This design comes from an exercise in tuning for small area on the open sky130 flow, not from production work.
Where RTL was checked, it was by simulation tests only, not by an equivalence proof against the original.
Only the layout flow was run in run 1; the RTL was not checked for function there.
Power and IR drop assume default switching activity.

==> flow/design.v <==
module ge_button (
    input  clk,
    input  rst,
    input  noisy,
    output p_edge,
    output n_edge
);
    reg [1:0] st;
    reg [4:0] q;
    reg       ed;
    wire done = q[4] & q[1] & q[0];
    reg [1:0] st_n;
    always @(*) begin
        case (st)
            2'd0: st_n = noisy ? 2'd0 : 2'd1;
            2'd1: st_n = noisy ? 2'd0 : (done ? 2'd2 : 2'd1);
            2'd2: st_n = noisy ? 2'd3 : 2'd2;
            default: st_n = noisy ? (done ? 2'd0 : 2'd3) : 2'd2;
        endcase
    end
    always @(posedge clk) begin
        if (rst) begin
            st <= 2'd0;
            q  <= 5'd0;
            ed <= 1'b0;
        end else begin
            st <= st_n;
            ed <= st[1];
            if (st[0])
                q <= done ? 5'd0 : q + 5'd1;
        end
    end
    assign p_edge = st[1] & ~ed;
    assign n_edge = ~st[1] & ed;
endmodule
module game_engine (
    input        clk,
    input        rst,
    input        btn_logic0,
    input        btn_logic1,
    input        btn_activity,
    input  [6:0] rd_addr,
    output [1:0] rd_data,
    output [4:0] cur_x,
    output [4:0] cur_y,
    output [4:0] score_circ,
    output [4:0] score_tri,
    output [1:0] turn,
    output [3:0] press_cnt_x,
    output [3:0] press_cnt_y,
    output [2:0] state,
    output       win,
    output [3:0] mov_tri,
    output [3:0] mov_circ,
    output [1:0] slope,
    output [6:0] win_end_x,
    output [6:0] win_end_y,
    output       recent_mov,
    output       move_entered,
    output [3:0] rp_tri_x,
    output [3:0] rp_tri_y,
    output [3:0] rp_circ_x,
    output [3:0] rp_circ_y,
    output [3:0] entered_x,
    output [3:0] entered_y,
    output       game_over,
    output       error
);
    wire l0, l1, act, act_n;
    ge_button b0 (.clk(clk), .rst(rst), .noisy(btn_logic0),   .p_edge(l0),    .n_edge());
    ge_button b1 (.clk(clk), .rst(rst), .noisy(btn_logic1),   .p_edge(l1),    .n_edge());
    ge_button b2 (.clk(clk), .rst(rst), .noisy(btn_activity), .p_edge(act_n), .n_edge(act));
    reg       cen;
    reg [8:0] btim;
    reg       ar;
    always @(posedge clk) begin
        if (rst) begin
            cen  <= 1'b0;
            btim <= 9'd0;
            ar   <= 1'b0;
        end else begin
            if (act)
                cen <= 1'b0;
            else if (act_n)
                cen <= 1'b1;
            if (act)
                btim <= 9'd0;
            else if (cen)
                btim <= btim + 9'd1;
            ar <= &btim;
        end
    end
    localparam S_IN = 3'd0, S_MV = 3'd1, S_WIN = 3'd2, S_MOD = 3'd3, S_OVER = 3'd7;
    reg [2:0]  gs;
    reg [4:0]  mc;        
    reg [7:0]  rc;
    reg [2:0]  pcx, pcy;
    reg [1:0]  tn;
    reg [3:0]  x, y;
    reg [4:0]  sct, scc;
    reg [2:0]  cnt;       
    reg [2:0]  cs;        
    reg [3:0]  d;         
    reg [1:0]  slp;
    reg [3:0]  lmx, lmy;
    reg [3:0]  rtx, rty, rcx, rcy;
    reg [3:0]  xp, yp;
    reg        err;
    reg [1:0]  qa;
    reg [199:0] bd;       
    reg [6:0]  bk0, bk1, bk2, bk3;
    wire [6:0] mov_idx = {y, 3'b000} + {2'b00, y, 1'b0} + {3'b000, x};
    wire [1:0] mnx = {x[1] | x[2] | x[3], x[0] | x[2] | x[3]};    
    wire [1:0] mny = {y[1] | y[2] | y[3], y[0] | y[2] | y[3]};
    wire [1:0] mxx = {~(x[3] & x[0]), ~(x[3] & ~x[0])};            
    wire [1:0] mxy = {~(y[3] & y[0]), ~(y[3] & ~y[0])};
    wire [1:0] pmn = (mnx < mny) ? mnx : mny;
    wire [1:0] pmx = (mxx < mxy) ? mxx : mxy;
    wire [3:0] nmax = (mny >= mxx) ? {2'b00, mxx} : -{2'b00, mny};
    wire [3:0] nmin = (mnx <= mxy) ? -{2'b00, mnx} : {2'b00, mxy};
    reg [3:0] dmax;
    always @(*) begin
        case (cs)
            3'd2: dmax = {2'b00, mxx};
            3'd3: dmax = {2'b00, mxy};
            3'd4: dmax = {2'b00, pmx};
            default: dmax = nmax;
        endcase
    end
    wire dexit = {~d[3], d[2:0]} > {~dmax[3], dmax[2:0]};    
    wire [6:0] dx7 = {{3{d[3]}}, d};
    reg  [6:0] off;
    always @(*) begin
        case (cs)
            3'd2: off = dx7;
            3'd3: off = {dx7[3:0], 3'b000} + {dx7[5:0], 1'b0};
            3'd4: off = {dx7[3:0], 3'b000} + {dx7[5:0], 1'b0} + dx7;
            3'd5: off = dx7 - {dx7[3:0], 3'b000} - {dx7[5:0], 1'b0};
            default: off = 7'd0;
        endcase
    end
    wire [6:0] ridx = mov_idx + off;
    wire [1:0] rcell = (ridx < 7'd100) ? bd[{ridx, 1'b0} +: 2] : 2'b00;
    wire       match = (rcell == tn);
    wire [3:0] dm1 = d - 4'd1;
    wire [3:0] wlx = x + ((cs == 3'd3) ? 4'd0 : dm1);
    wire [3:0] wly = y + ((cs == 3'd2) ? 4'd0 : (cs == 3'd5) ? -dm1 : dm1);
    wire valid    = (x < 4'd10) && (y < 4'd10);
    wire place    = (gs == S_MV) && valid && (rcell == 2'b00);
    wire blk      = (gs == S_MOD) && (mc == 5'd11 || mc == 5'd12 || mc == 5'd23 || mc == 5'd24);
    wire [1:0] bsel = {mc[4], ~mc[0]};
    wire [6:0] bkv  = (bsel == 2'd0) ? bk0 : (bsel == 2'd1) ? bk1 : (bsel == 2'd2) ? bk2 : bk3;
    wire [6:0] waddr = (gs == S_MV) ? mov_idx : bkv;
    wire [1:0] wd    = (gs == S_MV) ? tn : 2'b11;
    wire       wen   = place | blk;
    wire       clr   = rst | ((gs == S_OVER) && (rc == 8'd255));
    wire [6:0]  hs0, hs1;
    wire [15:0] ls;
    genvar gi;
    generate
        for (gi = 0; gi < 7; gi = gi + 1) begin : g_hs
            assign hs0[gi] = wen && wd[0] && (waddr[6:4] == gi);
            assign hs1[gi] = wen && wd[1] && (waddr[6:4] == gi);
        end
        for (gi = 0; gi < 16; gi = gi + 1) begin : g_ls
            assign ls[gi] = (waddr[3:0] == gi);
        end
        for (gi = 0; gi < 100; gi = gi + 1) begin : g_cell
            always @(posedge clk) begin
                bd[2*gi]   <= ~clr & (bd[2*gi]   | (hs0[gi / 16] & ls[gi % 16]));
                bd[2*gi+1] <= ~clr & (bd[2*gi+1] | (hs1[gi / 16] & ls[gi % 16]));
            end
        end
    endgenerate
    always @(posedge clk) begin
        if (rst)
            qa <= 2'b00;
        else
            qa <= (rd_addr < 7'd100) ? bd[{rd_addr, 1'b0} +: 2] : 2'b00;
    end
    always @(posedge clk) begin
        if (place && mc[4:2] == 3'd0) begin
            case (mc[1:0])
                2'd0: bk0 <= mov_idx;
                2'd1: bk1 <= mov_idx;
                2'd2: bk2 <= mov_idx;
                default: bk3 <= mov_idx;
            endcase
        end
    end
    always @(posedge clk) begin
        if (rst) begin
            gs  <= S_IN;
            mc  <= 5'd0;
            rc  <= 8'd0;
            pcx <= 3'd0;
            pcy <= 3'd0;
            tn  <= 2'd0;
            x   <= 4'd0;
            y   <= 4'd0;
            sct <= 5'd0;
            scc <= 5'd0;
            cnt <= 3'd0;
            cs  <= 3'd0;
            slp <= 2'd0;
            lmx <= 4'd0;
            lmy <= 4'd0;
            rtx <= 4'd0;
            rty <= 4'd0;
            rcx <= 4'd0;
            rcy <= 4'd0;
            xp  <= 4'd0;
            yp  <= 4'd0;
            err <= 1'b0;
        end else begin
            case (gs)
                S_IN: begin
                    cnt <= 3'd0;
                    cs  <= 3'd0;
                    if (mc == 5'd25) begin
                        mc  <= 5'd26;
                        gs  <= S_MOD;
                        pcx <= 3'd0;
                        pcy <= 3'd0;
                    end else if (ar) begin
                        pcx <= 3'd0;
                        pcy <= 3'd0;
                        x   <= 4'd0;
                        y   <= 4'd0;
                    end else if (tn == 2'd0) begin
                        tn <= 2'd1;
                    end else if ((l0 | l1) && !pcy[2]) begin
                        y[pcy[1:0]] <= ~l0;
                        pcy <= pcy + 3'd1;
                    end else if ((l0 | l1) && !pcx[2]) begin
                        x[pcx[1:0]] <= ~l0;
                        pcx <= pcx + 3'd1;
                    end else if (act) begin
                        if (pcx[2] && pcy[2]) begin
                            gs <= S_MV;
                            xp <= x;
                            yp <= y;
                        end else begin
                            pcx <= 3'd0;
                            pcy <= 3'd0;
                            x   <= 4'd0;
                            y   <= 4'd0;
                        end
                    end
                end
                S_MV: begin
                    pcx <= 3'd0;
                    pcy <= 3'd0;
                    if (!place) begin
                        gs  <= S_IN;
                        err <= 1'b1;
                    end else begin
                        err <= 1'b0;
                        gs  <= S_MOD;
                        mc  <= mc + 5'd1;
                        if (tn == 2'd1) begin
                            rtx <= x;
                            rty <= y;
                        end else if (tn == 2'd2) begin
                            rcx <= x;
                            rcy <= y;
                        end
                    end
                end
                S_MOD: begin
                    gs <= (mc == 5'd26) ? S_OVER : S_WIN;
                end
                S_WIN: begin
                    if (cs == 3'd0) begin
                        cs <= 3'd1;
                    end else if (cs == 3'd1) begin
                        cs <= 3'd2;
                        d  <= -{2'b00, mnx};
                    end else if (cnt == 3'd4) begin
                        if (tn == 2'd1)
                            sct <= sct + 5'd1;
                        else if (tn == 2'd2)
                            scc <= scc + 5'd1;
                        gs  <= S_OVER;
                        slp <= (cs == 3'd2) ? 2'd0 : (cs == 3'd3) ? 2'd3 : (cs == 3'd4) ? 2'd1 : 2'd2;
                        lmx <= wlx;
                        lmy <= wly;
                    end else if (dexit) begin
                        cnt <= 3'd0;
                        if (cs == 3'd5) begin
                            cs  <= 3'd0;
                            gs  <= S_IN;
                            pcx <= 3'd0;
                            pcy <= 3'd0;
                            x   <= 4'd0;
                            y   <= 4'd0;
                            tn  <= ~tn;
                        end else begin
                            cs <= cs + 3'd1;
                            d  <= (cs == 3'd2) ? -{2'b00, mny} :
                                  (cs == 3'd3) ? -{2'b00, pmn} : nmin;
                        end
                    end else begin
                        d   <= d + 4'd1;
                        cnt <= match ? cnt + 3'd1 : 3'd0;
                    end
                end
                S_OVER: begin
                    if (rc == 8'd255) begin
                        rc  <= 8'd0;
                        mc  <= 5'd0;
                        gs  <= S_IN;
                    end else begin
                        rc <= rc + 8'd1;
                    end
                end
                default: gs <= S_IN;
            endcase
        end
    end
    assign rd_data      = qa;
    assign cur_x        = {1'b0, x};
    assign cur_y        = {1'b0, y};
    assign score_circ   = scc;
    assign score_tri    = sct;
    assign turn         = tn;
    assign press_cnt_x  = {1'b0, pcx};
    assign press_cnt_y  = {1'b0, pcy};
    assign state        = gs;
    assign win          = (gs == S_OVER) && (mc != 5'd26);
    wire [4:0] mcl  = (mc == 5'd26) ? 5'd25 : mc;
    wire       stri = tn[0] ^ mc[0] ^ gs[1];
    assign mov_tri      = mcl[4:1] + {3'b000, stri & mcl[0]};
    assign mov_circ     = mcl[4:1] + {3'b000, ~stri & mcl[0]};
    assign slope        = slp;
    assign win_end_x    = {3'b000, lmx};
    assign win_end_y    = {3'b000, lmy};
    assign recent_mov   = (gs == S_MOD) && (mc != 5'd26);
    assign move_entered = (gs == S_MV);
    assign rp_tri_x     = rtx;
    assign rp_tri_y     = rty;
    assign rp_circ_x    = rcx;
    assign rp_circ_y    = rcy;
    assign entered_x    = xp;
    assign entered_y    = yp;
    assign game_over    = (gs == S_OVER) && (rc != 8'd0);
    assign error        = err;
endmodule
==> flow/run.sh <==
#!/bin/bash
# synth_recipe.tcl (not shown) runs the flow's synth.tcl, then flattens the netlist and writes it again
# the make line also repeats each setting of config.mk as NAME=value (left out here)
make -C /OpenROAD-flow-scripts/flow DESIGN_CONFIG=/design/flow/config.mk WORK_HOME=/design/flow/orfs CLKGATE_MAP_FILE= SYNTH_SCRIPT=/design/flow/synth_recipe.tcl finish
==> flow/config.mk <==
export PLATFORM = sky130hd
export DESIGN_NAME = game_engine
export DESIGN_NICKNAME = game_engine
export VERILOG_FILES = /design/flow/design.v
export SDC_FILE = /design/flow/constraint.sdc
export NUM_CORES = 4
export LEC_CHECK = 0
export CAP_MARGIN = 20
export CORE_MARGIN = 2
export CORE_UTILIZATION = 70
export CTS_BUF_LIST = sky130_fd_sc_hd__clkbuf_4
export PLACE_DENSITY = 0.8
export SLEW_MARGIN = 20
==> flow/constraint.sdc <==
create_clock -name core_clock -period 10.0 [get_ports {clk}]
set_input_delay 2.0000 -clock core_clock [delete_from_list [all_inputs] [get_ports {clk}]]
set_output_delay 2.0000 -clock core_clock [all_outputs]
set_load 0.01 [all_outputs]
==> results.py, run 1 <==
metrics = {
    "route": {
        "via_per_inst": 6.43,
        "dr.pass1.iters": 7,
        "drt_wl_total_mm": 50.7,
        "ant_nets": 0,
        "drt-initial-drc-count": 1695,
        "wl_per_cell_um": 20.3,
        "drc": 0,
        "num_vias": 16100,
    },
    "sta": {
        "timing.fmax_mhz": 147,
        "min_period_ps": 6820,
        "finalHoldViolCount": 0,
        "rsz0062_at_grt": "false",
        "setup_viol": 0,
        "period_share_pct": 68.2,
        "maxSlewViolCount": 0,
        "finClkSkew_ps": 45.1,
        "tns_ps": 0,
        "whs_ps": 460,
        "finalWorstSetupSlack_ps": 3180,
        "slew-limit-headroom_pct": 19.3,
        "worst_pin_slew_ps": 1210,
    },
    "yosys": {
        "netlist_area_sq_mm": 0.0192,
        "ys_types": 79,
        "ys_warn_count": 2,
        "synth_seq_cells": 352,
        "synth_area_leaders": "dfxtp_1 (33%), mux4_2 (15%), nand2_1 (6.4%)",
        "synth_flop_cell": "dfxtp_1",
        "synthesis.instances": 2020,
        "syn_avg_cell_area_sq_um": 9.49,
        "synth_edf_count": 32,
        "ys_async_sr_fraction_pct": 0,
        "synth_top_cell_by_area": "dfxtp_1",
        "seq_area_frac_synth_pct": 38.4,
        "yosysTopAreaCellShare_pct": 33.4,
    },
    "power": {
        "finalPower_mw": 2.84,
        "p_leak_nw": 7.84,
        "vdd_ir_drop_max_v": 0.000148,
        "powerDensity_mw_per_mm2": 134,
        "p_int_mw": 2.11,
        "p_comb_share_pct": 5.5,
        "switchingPower_mw": 0.725,
        "p_clk_share_pct": 43.7,
        "swShare_pct": 25.5,
        "seq_power_share_pct": 50.8,
    },
    "worst_setup_path": {
        "crit_type": "flip-flop to flip-flop",
        "cp-end-kind": "flip-flop",
        "cp.arrival_ps": 7440,
        "crit_chain": "inv_1, ha_1, xnor2_1, a21oi_1, a22o_1, ha_4, fa_2, buf_4, mux4_2, and2_1, a2111oi_0, a311o_1, nand3_1, o211ai_1, o211a_1, a21bo_4, nand3_1, o21ai_0",
        "critPathMaxStageDelay_ps": 750,
        "crit_fanout": 50,
        "crit_required_ps": 10620,
        "regToRegEndpoint": "bd[54]",
        "reg2reg_slack_ps": 3180,
        "path_buf_inv": 2,
        "cp-start-kind": "flip-flop",
        "critical_path.top_delay_family": "compound AO/OA/AOI/OAI gates",
        "r2r_cells": 18,
        "reg2reg_from": "d[1]",
        "critPathSlowestCell": "nand3_1",
        "crit_path_frequent_cell": "nand3_1",
    },
    "floorplanning": {
        "start_util_pct": 71.2,
        "dieArea_sq_mm": 0.0287,
        "die_h_um": 170,
        "rows": 60,
        "io_pins": 100,
        "core_sq_mm": 0.0270,
        "die_w_um": 170,
    },
    "cts": {
        "path_clk_slew_ps": 70,
        "cts-resized-gates": 0,
        "htree_num_levels": 3,
        "clk_latency_ps": 750,
        "cts_sinks": 352,
        "numCtsBuffers": 92,
        "cts_tree": "done",
        "ctsHoldBuffers": 0,
        "root_buffer": "clkbuf_4",
        "cts_buffer_depth": 3,
        "postCtsSetupRepairBufs": 0,
    },
    "placement": {
        "io_buffers": 89,
        "dp_slack_ps": 3380,
        "gp_congestion": 0.972,
        "dp_hpwl_mm": 35.1,
    },
    "global_route": {
        "antenna_found_initial": 5,
        "grt_first_pass_wirelength_mm": 80.7,
        "grt_max_degree": 114,
        "overflow": 0,
        "grt_usage_pct": 35.8,
        "grt_pass1_vias": 15600,
    },
    "outcome": {
        "status": "timing/DRC/antenna clean",
    },
    "layout": {
        "nets": 2185,
        "drive_gt1_share_pct": 16.5,
        "area_delta_synth_final_pct": 10.3,
    },
    "flow_run": {
        "drv_cap": 0,
    },
    "hold_path": {
        "hold_start": "lmy[0]",
        "holdPathEnd": "lmy[0]",
        "hold_path.class": "flip-flop to flip-flop",
        "worstHoldPathCells": 2,
    },
}
==> placed cells by master, fill, tap and decap left out, drive strengths merged, types with 6 or more instances in the layout <==
cell type and instances:
mux2i 44, xor2 38, a211oi 7, nand4 37, and2 8, mux4 126, buf 14, dfxtp 320
a311oi 10, a21oi 77, and3 15, o22ai 7, o21ai 245, ha 84, fa 8, or3 14
nand2 327, clkdlybuf4s50 85, o21a 17, inv 53, conb 10, mux2 6, nand3 52, nand3b 7
nor2b 18, nor3 30, or2 8, clkinv 23, edfxtp 32, clkbuf 139, nand2b 15, xnor2 27
nor2 164
==> synthesized netlist by cell type, types with 9 or more instances <==
cell,n
nand2_1,325
dfxtp_1,320
nor2_1,164
o21ai_0,150
mux4_2,126
clkbuf_1,91
ha_1,84
a21oi_1,77
o21ai_1,59
inv_1,51
nand3_1,51
mux2i_1,43
xor2_1,38
nand4_1,37
o21ai_2,36
edfxtp_1,32
nor3_1,30
xnor2_1,27
nor2b_1,18
o21a_1,17
buf_2,16
and3_1,15
nand2b_1,15
buf_1,14
or3_1,12
buf_4,11
a311oi_1,10
buf_6,9
==> sequential cells by signal, summed over array words and instances (netlist names), 4 cells and up <==
| register | flops |
|---|---|
| xp | 4 |
| lmx | 4 |
| mc | 5 |
| b1.q | 5 |
| yp | 4 |
| lmy | 4 |
| bd | 200 |
| d | 4 |
| bk0 | 7 |
| rty | 4 |
| bk2 | 7 |
| bk1 | 7 |
| rtx | 4 |
| rcy | 4 |
| sct | 5 |
| y | 4 |
| x | 4 |
| rc | 8 |
| rcx | 4 |
| b2.q | 5 |
| b0.q | 5 |
| btim | 9 |
| bk3 | 7 |
| scc | 5 |
==> cells by family after synthesis <==
family | after synthesis | synth area share, %
AOI/OAI and AO/OA | 424 | 13.5
xor gates and xnor gates | 65 | 2.97
adders and majority gates | 94 | 6.42
buffers and inverters | 193 | 4.45
DFF | 352 | 38.4
muxes | 176 | 17.5
other | 1 | 0.0196
and+or+nand+nor | 715 | 16.7
==> stage by stage <==
step	cells	utilization (%)	instance area, sq um
2_1_floorplan	2029	-	19200
3_5_place_dp	2327	74.0	19900
3_3_place_gp	2327	74.0	19900
5_1_grt	2495	78.5	21100
6_report	2496	78.5	21100
4_1_cts	2491	78.3	21100
==> final cells by class <==
cell class / instances / area (sq um)
clock buffers: 139 / 1040
inverters: 52 / 195
repair buffers: 99 / 965
clock inverters: 25 / 128
diodes: 4 / 10.0
flip-flops and latches: 352 / 7370
well taps: 341 / 427
multi-input cells: 1484 / 11000
fillers: 1865 / 5800
==> tightest hold or removal path, stage by stage (launching register included) <==
cell and delay (ps):
dfxtp_1 310, nand2_1 50, a21oi_1 50
==> per-layer routing <==
metal	wire length [um]	global-route usage (%)	vias to the layer above
met2	23800	56.7	753
met4	1630	13.7	4
met3	4860	10.2	153
li1	-	-	7439
met1	20300	46.7	7701
met5	105	2.43	-
==> power groups by stage <==
stage	Combinational [mW]	Sequential, mW	Clock, mW
2_1_floorplan	0.123	1.46	0
3_3_place_gp	0.150	1.47	0
3_5_place_dp	0.152	1.47	0
4_1_cts	0.152	1.44	1.26
5_1_grt	0.167	1.44	1.33
6_report	0.155	1.44	1.24
==> worst max-delay path by stage <==
stage / endpoint / cells after the start / slack (ps) / from
6_report: bd[54] / 18 / 3180 / d[1]
5_1_grt: bd[2] / 18 / 2780 / d[0]
2_1_floorplan: bk0[0] / 18 / 4670 / d[0]
3_5_place_dp: bd[2] / 18 / 3380 / d[1]
3_3_place_gp: bd[34] / 18 / 3510 / d[0]
4_1_cts: bd[54] / 18 / 3350 / d[1]
==> inputs of run 2 (changes only) <==
--- a/flow/design.v
+++ b/flow/design.v
@@ -101,6 +101,7 @@
     reg [2:0]  cnt;       
     reg [2:0]  cs;        
     reg [3:0]  d;         
+    reg [3:0]  mvt, mvc;
     reg [1:0]  slp;
     reg [3:0]  lmx, lmy;
     reg [3:0]  rtx, rty, rcx, rcy;
@@ -154,21 +155,15 @@
     wire [1:0] wd    = (gs == S_MV) ? tn : 2'b11;
     wire       wen   = place | blk;
     wire       clr   = rst | ((gs == S_OVER) && (rc == 8'd255));
-    wire [6:0]  hs0, hs1;
-    wire [15:0] ls;
     genvar gi;
     generate
-        for (gi = 0; gi < 7; gi = gi + 1) begin : g_hs
-            assign hs0[gi] = wen && wd[0] && (waddr[6:4] == gi);
-            assign hs1[gi] = wen && wd[1] && (waddr[6:4] == gi);
-        end
-        for (gi = 0; gi < 16; gi = gi + 1) begin : g_ls
-            assign ls[gi] = (waddr[3:0] == gi);
-        end
         for (gi = 0; gi < 100; gi = gi + 1) begin : g_cell
+            wire we = wen && (waddr == gi);
             always @(posedge clk) begin
-                bd[2*gi]   <= ~clr & (bd[2*gi]   | (hs0[gi / 16] & ls[gi % 16]));
-                bd[2*gi+1] <= ~clr & (bd[2*gi+1] | (hs1[gi / 16] & ls[gi % 16]));
+                if (clr)
+                    bd[2*gi +: 2] <= 2'b00;
+                else if (we)
+                    bd[2*gi +: 2] <= bd[2*gi +: 2] | wd;
             end
         end
     endgenerate
@@ -202,6 +197,8 @@
             scc <= 5'd0;
             cnt <= 3'd0;
             cs  <= 3'd0;
+            mvt <= 4'd0;
+            mvc <= 4'd0;
             slp <= 2'd0;
             lmx <= 4'd0;
             lmy <= 4'd0;
@@ -259,9 +256,11 @@
                         gs  <= S_MOD;
                         mc  <= mc + 5'd1;
                         if (tn == 2'd1) begin
+                            mvt <= mvt + 4'd1;
                             rtx <= x;
                             rty <= y;
                         end else if (tn == 2'd2) begin
+                            mvc <= mvc + 4'd1;
                             rcx <= x;
                             rcy <= y;
                         end
@@ -309,6 +308,8 @@
                     if (rc == 8'd255) begin
                         rc  <= 8'd0;
                         mc  <= 5'd0;
+                        mvt <= 4'd0;
+                        mvc <= 4'd0;
                         gs  <= S_IN;
                     end else begin
                         rc <= rc + 8'd1;
@@ -328,10 +329,8 @@
     assign press_cnt_y  = {1'b0, pcy};
     assign state        = gs;
     assign win          = (gs == S_OVER) && (mc != 5'd26);
-    wire [4:0] mcl  = (mc == 5'd26) ? 5'd25 : mc;
-    wire       stri = tn[0] ^ mc[0] ^ gs[1];
-    assign mov_tri      = mcl[4:1] + {3'b000, stri & mcl[0]};
-    assign mov_circ     = mcl[4:1] + {3'b000, ~stri & mcl[0]};
+    assign mov_tri      = mvt;
+    assign mov_circ     = mvc;
     assign slope        = slp;
     assign win_end_x    = {3'b000, lmx};
     assign win_end_y    = {3'b000, lmy};
--- a/flow/config.mk
+++ b/flow/config.mk
@@ -7,7 +7,6 @@
 export LEC_CHECK = 0
 export CAP_MARGIN = 20
 export CORE_MARGIN = 2
-export CORE_UTILIZATION = 70
-export CTS_BUF_LIST = sky130_fd_sc_hd__clkbuf_4
-export PLACE_DENSITY = 0.8
+export CORE_UTILIZATION = 40
+export PLACE_DENSITY = 0.6
 export SLEW_MARGIN = 20
==> results.py, run 2 <==
metrics = {
    "layout": {
        "antenna_cells": 0,
        "largestRegisters": "bd (200), btim (9), rc (8)",
        "drive_gt1_share_pct": 11.7,
        "nets": 2468,
        "area_delta_synth_final_pct": 12.5,
        "mostFrequentLayoutCell": "dfxtp_1",
        "largest_register_ffs": 200,
        "layout_common_cells": "dfxtp_1 (328), a21oi_1 (278), inv_1 (259), nor2_1 (249), o21ai_0 (143)",
        "largest-register": "bd",
    },
    "cts": {
        "path_clk_slew_ps": 60,
        "ctsHoldBuffers": 0,
        "cts_buffer_depth": 3,
        "htree_num_levels": 2,
        "root_buffer": "clkbuf_16",
        "cts_tree": "done",
        "cts-resized-gates": 0,
        "cts_sinks": 360,
        "numCtsBuffers": 43,
        "clk_latency_ps": 590,
        "postCtsSetupRepairBufs": 0,
    },
    "power": {
        "p_leak_nw": 8.27,
        "vdd_ir_drop_max_v": 0.000122,
        "powerDensity_mw_per_mm2": 130,
    },
    "outcome": {
        "status": "timing/DRC/antenna clean",
    },
    "sta": {
        "setup_viol": 0,
        "period_share_pct": 72.8,
        "worst_pin_slew_ps": 1110,
        "min_period_ps": 7280,
        "maxSlewViolCount": 0,
        "whs_ps": 457,
        "rsz0062_at_grt": "false",
        "slew-limit-headroom_pct": 25.9,
        "tns_ps": 0,
        "finalHoldViolCount": 0,
        "timing.fmax_mhz": 137,
        "finClkSkew_ps": 36.0,
    },
    "global_route": {
        "overflow": 0,
        "grt_pass1_vias": 17400,
        "grt_usage_pct": 22.7,
        "grt_first_pass_wirelength_mm": 98.3,
        "grt_max_degree": 209,
        "antenna_found_initial": 2,
    },
    "worst_setup_path": {
        "cp-end-kind": "flip-flop",
        "cp.arrival_ps": 7780,
        "crit_chain": "inv_1, ha_1, nor2b_1, o21ai_0, o21ai_0, a222oi_1, inv_1, ha_1, a21oi_2, nand3_1, nand2_1, mux4_2, a211oi_2, a22o_1, o211a_4, buf_12, o21ai_0, a21oi_1",
        "crit_path_frequent_cell": "o21ai_0",
        "crit_type": "flip-flop to flip-flop",
        "crit_fanout": 168,
        "cp-start-kind": "flip-flop",
        "critPathSlowestCell": "o211a_4",
        "critPathMaxStageDelay_ps": 780,
        "crit_required_ps": 10500,
    },
    "yosys": {
        "synth_area_leaders": "dfxtp_1 (31%), mux4_2 (13%), a21oi_1 (6.6%)",
        "seq_area_frac_synth_pct": 35.5,
        "yosysMostFrequentCell": "dfxtp_1",
        "netlist_area_sq_mm": 0.0212,
        "ys_warn_count": 2,
        "yosysTopAreaCellShare_pct": 31.0,
        "synthTopCellsByCount": "dfxtp_1 (328), a21oi_1 (278), inv_1 (259), nor2_1 (252), o21ai_0 (144)",
        "synth_edf_count": 32,
        "syn_avg_cell_area_sq_um": 8.88,
        "ys_async_sr_fraction_pct": 0,
        "synth_seq_cells": 360,
        "synth_top_cell_by_area": "dfxtp_1",
        "synth_flop_cell": "dfxtp_1",
        "ys_types": 78,
        "synthesis.instances": 2387,
    },
    "route": {
        "drt-initial-drc-count": 1835,
        "drt_wl_total_mm": 63.3,
        "wl_per_cell_um": 20.5,
        "drc": 0,
        "dr.pass1.iters": 7,
        "num_vias": 18200,
        "via_per_inst": 5.89,
        "ant_nets": 0,
    },
    "placement": {
        "gp_congestion": 0.891,
        "dp_hpwl_mm": 40.6,
        "io_buffers": 89,
    },
    "floorplanning": {
        "die_w_um": 234,
        "rows": 84,
        "start_util_pct": 40.4,
        "io_pins": 100,
        "core_sq_mm": 0.0524,
        "die_h_um": 234,
        "dieArea_sq_mm": 0.0548,
    },
    "hold_path": {
        "hold_path.class": "flip-flop to flip-flop",
    },
    "flow_run": {
        "drv_cap": 0,
    },
}
[run 2: final cells by class]
type	count	area (sq um)
Clock inverter	16	160
Clock buffer	59	1260
Timing Repair Buffer	116	1140
Inverter	261	980
Multi-Input combinational cell	1586	11900
Fill cell	5004	28600
Sequential cell	360	7530
Tap cell	688	861
[run 2: power breakdown]
| group | internal (mW) | switching [mW] | total (mW) |
|---|---|---|---|
| combinational | 0.0218 | 0.0482 | 0.0699 |
| clock | 0.934 | 0.647 | 1.58 |
| sequential | 1.45 | 0.00443 | 1.46 |
| total | 2.41 | 0.700 | 3.11 |
[run 2: worst paths after layout]
check | from | end | slack (ps) | cells after the start
worst max-delay path | d[1] | bd[141] | 2720 | 18
worst min register to register | bd[0] | bd[0] | 460 | 2
worst min-delay path | bd[0] | bd[0] | 460 | 2
worst max register to register | d[1] | bd[141] | 2720 | 18
[run 2: logic make-up after synthesis]
logic type / Yosys count / synth area share, %
xor gates and xnor gates: 64 / 2.68
and+or+nand+nor: 600 / 13.2
other: 1 / 0.0177
DFF: 360 / 35.5
buffers and inverters: 450 / 8.72
adders and majority gates: 89 / 5.53
muxes: 174 / 15.6
AOI/OAI and AO/OA: 649 / 18.8
[run 2: routing by layer]
metal	share of wire, %	up-vias	track usage (%)
met5	0.036	-	0
met4	3.4	4	8.58
met3	7.8	155	4.37
met2	46	731	36.2
met1	43	8876	30.6
li1	-	8420	-
[run 2: critical path, delay by kind of cell, from the launching register on]
kind            cells  cell delay [ps]
compound gates      9             2640
fa+ha+maj           2              860
buf+inv             3              890
flops               1              600
mux                 1              600
simple gates        3             1350
[run 2: stage by stage]
step | total power [mW] | cells | instance area, sq um | setup slack, ps | util (%)
6_report | 3.11 | 3086 | 23800 | 2720 | 45.5
5_1_grt | 3.20 | 3086 | 23800 | 2330 | 45.5
4_1_cts | 3.14 | 3086 | 23800 | 2890 | 45.5
3_5_place_dp | 1.56 | 3011 | 22400 | 2900 | 42.8
3_3_place_gp | 1.56 | 3011 | 22400 | 3000 | 42.8
2_1_floorplan | 1.54 | 2396 | 21200 | 5050 | -

## what the ideal ports hide
No port has a modelled driver above. Below, the same layouts with a new extraction and two added sets of constraints.
Step 1 assumes that a clkbuf_16 drives the clock port and a buf_2 every other input.
Step 2 moves the port delays by t, midway between the first and last clock arrival at a register: inputs arrive t later, outputs are due t later. That takes back most of the time a late clock gives input paths.
Slacks: ideal / step 1 / step 2; pairs: ideal / step 1.
run | shift t [ns] | setup slack, ns | worst setup path at the end | slew at the worst register clock pin (ns) | worst slew at a driven data input, ns
run 1 | 0.774 | 3.180 / 3.180 / 3.180 | register to register | 0.08 / 0.08 | 0.06
run 2 | 0.635 | 2.717 / 2.717 / 2.717 | register to register | 0.06 / 0.06 | 0.14
After both steps setup and hold are still met in every run listed.
